From an optimization exercise on the open Yosys and OpenROAD flow, aimed at small area, a short achievable clock period and few clock cycles per item; shortcuts taken in it are not production practice. RTL that was checked went through simulation tests only; none was proved equivalent to the original. Power is estimated from default activity; no workload was simulated.

run M:
==> flow/design.v <==
`timescale 1ns / 1ps
module cordic(
    input clk,
    input rst,                 
    input start,               
    input signed [7:0] xin,
    input signed [7:0] yin,
    input signed [7:0] angle,
    output reg signed [7:0] sine,
    output reg done
);
    reg signed [7:0] x, y, z;
    reg [5:0] ph;
    wire idle = ph[0];
    reg [7:0] xs, ys, at;
    integer j, k;
    always @(*) begin
        for (j = 0; j < 8; j = j + 1) begin
            xs[j] = idle & xin[j];
            ys[j] = idle & yin[j];
            for (k = 1; k < 6; k = k + 1) begin
                xs[j] = xs[j] | (ph[k] & x[(j + k > 7) ? 7 : j + k]);
                ys[j] = ys[j] | (ph[k] & y[(j + k > 7) ? 7 : j + k]);
            end
        end
        at = ({8{idle}} & 8'd50) | ({8{ph[1]}} & 8'd29) | ({8{ph[2]}} & 8'd15)
           | ({8{ph[3]}} & 8'd8) | ({8{ph[4]}} & 8'd4) | ({8{ph[5]}} & 8'd2);
    end
    wire signed [7:0] xa = idle ? xin : x;
    wire signed [7:0] ya = idle ? yin : y;
    wire signed [7:0] za = idle ? angle : z;
    wire neg = za[7];
    function [7:0] addsub;
        input [7:0] a, b;
        input n;
        reg [8:0] t;
        begin
            t = {a, 1'b1} + {b ^ {8{n}}, n};
            addsub = t[8:1];
        end
    endfunction
    always @(posedge clk) begin
        x <= addsub(xa, ys, ~neg);
        y <= addsub(ya, xs, neg);
        z <= addsub(za, at, ~neg);
        done <= ph[5] & ~rst;
        if (rst)
            ph <= 6'b000001;
        else if (idle)
            ph <= start ? 6'b000010 : 6'b000001;
        else
            ph <= {ph[4:0], ph[5]};
    end
    wire nr = z[7];
    wire signed [2:0] xh = {x[7], x[7:6]};              
    wire signed [2:0] yh = {y[7], y[7:6]};              
    wire signed [7:0] x7 = nr ? x + yh : x - yh;
    wire n7 = nr ? (z != 8'hff) : (z == 8'h00);          
    wire signed [2:0] c7 = x7[7] ? (n7 ? 3'sd1 : -3'sd1) : 3'sd0;    
    wire signed [2:0] d = (nr ? -xh : xh) + c7;
    always @(*) sine = y + {{5{d[2]}}, d};
endmodule
clock: 4.0 ns
lec_check: 0
cap_margin: 20
core_margin: 2
core_utilization: 70
setup_slack_margin: 0.8
slew_margin: 20
standard.sh (not shown) runs the stock make flow with config.mk's settings and CLKGATE_MAP_FILE= SYNTH_SCRIPT=/design/flow/synth_recipe.tcl, a recipe that flattens the netlist after the stock synthesis.
==> flow/flow/run.sh <==
#!/bin/bash
# The standard layout, with the port buffers made from buf_2 cells instead of the
# slow delay buffers buffer_ports picks by default.
set -euo pipefail
export BUFFER_PORTS_ARGS="-buffer_cell sky130_fd_sc_hd__buf_2"
export ADDER_MAP_FILE=
bash standard.sh > standard.log 2>&1
[inputs] run H vs run M
==> flow/design.v <==
`timescale 1ns / 1ps
module cordic(
    input clk,
    input rst,                 
    input start,               
    input signed [7:0] xin,
    input signed [7:0] yin,
    input signed [7:0] angle,
    output reg signed [7:0] sine,
    output reg done
);
    reg signed [7:0] x, y, z;
    reg [6:0] ph;
    wire idle = ph[0];
    reg [7:0] xs, ys, at;
    integer j, k;
    always @(*) begin
        for (j = 0; j < 8; j = j + 1) begin
            xs[j] = idle & xin[j];
            ys[j] = idle & yin[j];
            for (k = 1; k < 7; k = k + 1) begin
                xs[j] = xs[j] | (ph[k] & x[(j + k > 7) ? 7 : j + k]);
                ys[j] = ys[j] | (ph[k] & y[(j + k > 7) ? 7 : j + k]);
            end
        end
        at = ({8{idle}} & 8'd50) | ({8{ph[1]}} & 8'd29) | ({8{ph[2]}} & 8'd15)
           | ({8{ph[3]}} & 8'd8) | ({8{ph[4]}} & 8'd4) | ({8{ph[5]}} & 8'd2)
           | ({8{ph[6]}} & 8'd1);
    end
    wire signed [7:0] xa = idle ? xin : x;
    wire signed [7:0] ya = idle ? yin : y;
    wire signed [7:0] za = idle ? angle : z;
    wire neg = za[7];
    function [7:0] addsub;
        input [7:0] a, b;
        input n;
        reg [7:0] bb, g, p, gg, pp, gn, pn;
        integer i, s;
        begin
            bb = b ^ {8{n}};
            g = a & bb;
            p = a ^ bb;
            gg = g;
            pp = p;
            gg[0] = g[0] | (p[0] & n);
            for (s = 1; s < 8; s = s * 2) begin
                gn = gg;
                pn = pp;
                for (i = s; i < 8; i = i + 1) begin
                    gn[i] = gg[i] | (pp[i] & gg[i - s]);
                    pn[i] = pp[i] & pp[i - s];
                end
                gg = gn;
                pp = pn;
            end
            addsub = p ^ {gg[6:0], n};
        end
    endfunction
    always @(posedge clk) begin
        x <= addsub(xa, ys, ~neg);
        y <= addsub(ya, xs, neg);
        z <= addsub(za, at, ~neg);
        done <= ph[6] & ~rst;
        if (rst)
            ph <= 7'b0000001;
        else if (idle)
            ph <= start ? 7'b0000010 : 7'b0000001;
        else
            ph <= {ph[5:0], ph[6]};
    end
    always @(*) sine = z[7] ? y - (x >>> 7) : y + (x >>> 7);
endmodule
Results
Compared with run M, in run H die width shrank by about 4%; post-CTS setup buffer count shrank by 17. Comparing run H and run M, the higher post-synthesis to final-layout area growth is on run M. The combinational fraction of design power reported for run H is smaller than that of run M by 18 points. Critical setup path kind: primary input to register -> run H, register to primary output -> run M. Going from run M to run H, the wire length was found to have gone down by 2400 um. For run H, the launching instance or port of the critical path was angle[7], unlike run M, where it was y[6]$_DFF_P_. Run H ended up with register to register as its path type of the worst min-delay path; run M ended up with primary input to register. | post-route cell area | run H vs run M | better |.
Testbench counts of run H, summed over its fixed seeds: cycles 28,000, items 4,000.
For run M, only the layout was checked, not whether the RTL still works.


cordic, a different RTL version from the one above (not shown whole).
For scale: about 340 cells after synthesis, about 32 flip-flops, roughly 2800 um^2 of cells after synthesis.
==> module cordic, before the edit <==
module cordic(
    input clk,
    input rst,                 
    input start,               
    input signed [7:0] xin,
    input signed [7:0] yin,
    input signed [7:0] angle,
    output reg signed [7:0] sine,
    output reg done
);
    reg signed [7:0] x, y, z;
    reg [6:0] ph;
    wire idle = ph[0];
    reg [7:0] xs, ys, at;
    integer j, k;
    always @(*) begin
        for (j = 0; j < 8; j = j + 1) begin
            xs[j] = idle & xin[j];
            ys[j] = idle & yin[j];
            for (k = 1; k < 7; k = k + 1) begin
                xs[j] = xs[j] | (ph[k] & x[(j + k > 7) ? 7 : j + k]);
                ys[j] = ys[j] | (ph[k] & y[(j + k > 7) ? 7 : j + k]);
            end
        end
        at = ({8{idle}} & 8'd50) | ({8{ph[1]}} & 8'd29) | ({8{ph[2]}} & 8'd15)
           | ({8{ph[3]}} & 8'd8) | ({8{ph[4]}} & 8'd4) | ({8{ph[5]}} & 8'd2)
           | ({8{ph[6]}} & 8'd1);
    end
    wire signed [7:0] xa = idle ? xin : x;
    wire signed [7:0] ya = idle ? yin : y;
    wire signed [7:0] za = idle ? angle : z;
    wire neg = za[7];
    function [7:0] addsub;
        input [7:0] a, b;
        input n;
        reg [8:0] t;
        begin
            t = {a, 1'b1} + {b ^ {8{n}}, n};
            addsub = t[8:1];
        end
    endfunction
    always @(posedge clk) begin
        x <= addsub(xa, ys, ~neg);
        y <= addsub(ya, xs, neg);
        z <= addsub(za, at, ~neg);
        done <= ph[6] & ~rst;
        if (rst)
            ph <= 7'b0000001;
        else if (idle)
            ph <= start ? 7'b0000010 : 7'b0000001;
        else
            ph <= {ph[5:0], ph[6]};
    end
    always @(*) sine = z[7] ? y - (x >>> 7) : y + (x >>> 7);
endmodule
clock: 4.0 ns
lec_check: 0
cap_margin: 20
core_margin: 2
core_utilization: 40
slew_margin: 20
run.sh (not shown) runs the stock make flow with config.mk's settings and CLKGATE_MAP_FILE= SYNTH_SCRIPT=/design/flow/synth_recipe.tcl, a recipe that flattens the netlist after the stock synthesis.
Stock flow here: none of the scripts above is used.
Testbench counts at the start, summed over its fixed seeds: cycles 28,000, items 4,000.
Next try:
--- a/flow/design.v
+++ b/flow/design.v
@@ -28,25 +28,16 @@
            | ({8{ph[6]}} & 8'd1);
     end
     wire signed [7:0] xa = idle ? xin : x;
     wire signed [7:0] ya = idle ? yin : y;
     wire signed [7:0] za = idle ? angle : z;
     wire neg = za[7];
-    function [7:0] addsub;
-        input [7:0] a, b;
-        input n;
-        reg [8:0] t;
-        begin
-            t = {a, 1'b1} + {b ^ {8{n}}, n};
-            addsub = t[8:1];
-        end
-    endfunction
     always @(posedge clk) begin
-        x <= addsub(xa, ys, ~neg);
-        y <= addsub(ya, xs, neg);
-        z <= addsub(za, at, ~neg);
+        x <= neg ? xa + ys : xa - ys;
+        y <= neg ? ya - xs : ya + xs;
+        z <= neg ? za + at : za - at;
         done <= ph[6] & ~rst;
         if (rst)
             ph <= 7'b0000001;
         else if (idle)
             ph <= start ? 7'b0000010 : 7'b0000001;
         else
Worst setup slack stays flat.
First-iteration DRC count goes up by 30%.
Clock power goes up by 23%.
Core utilization goes down by 0.59 points.
Fmax barely changes.
Area after synthesis goes up by 4.8%.
Power goes down by 5.0%.
Wire length goes down by 0.87%.
Synthesized cell count goes up by 2.9%.
Clock-buffer cell count does not change.
No functional check of the RTL was part of the second run of this note.

## what the ideal ports hide
The flow's constraints put no driver on any port. The routed layouts listed below were extracted and timed again, unchanged, in two steps.
Step 1 (the two cells are an assumption about what drives the block):
set clk [get_ports {clk}]
set_driving_cell -lib_cell sky130_fd_sc_hd__clkbuf_16 $clk
set_driving_cell -lib_cell sky130_fd_sc_hd__buf_2 [delete_from_list [all_inputs] $clk]
Step 2 also shifts input and output timing later by t, the mid clock arrival at the registers, as if the neighbouring blocks saw the same clock.
Three values: ideal, step 1, step 2; two values: the first two.
| run | shift t [ns] | setup WS [ns] | latest minus earliest clock arrival (ns) | worst register clock-pin slew, ns | pins driven straight from the clock port |
|---|---|---|---|---|---|
| run M | 0.324 | 0.149 / 0.120 / 0.444 | 0.007 / 0.008 | 0.08 / 0.08 | 1 |
| run H | 0.314 | 0.977 / 0.981 / 0.674 | 0.008 / 0.007 | 0.07 / 0.07 | 1 |
| the first run of note 2 | 0.324 | 0.383 / 0.353 / 0.514 | 0.010 / 0.010 | 0.08 / 0.08 | 1 |
| the second run of note 2 | 0.321 | 0.381 / 0.351 / 0.249 | 0.010 / 0.010 | 0.08 / 0.08 | 1 |
After both steps every run listed still meets setup and hold. For run H, which loses most, drivers alone change the setup slack by +0.004 ns; drivers and shift together by -0.303 ns.
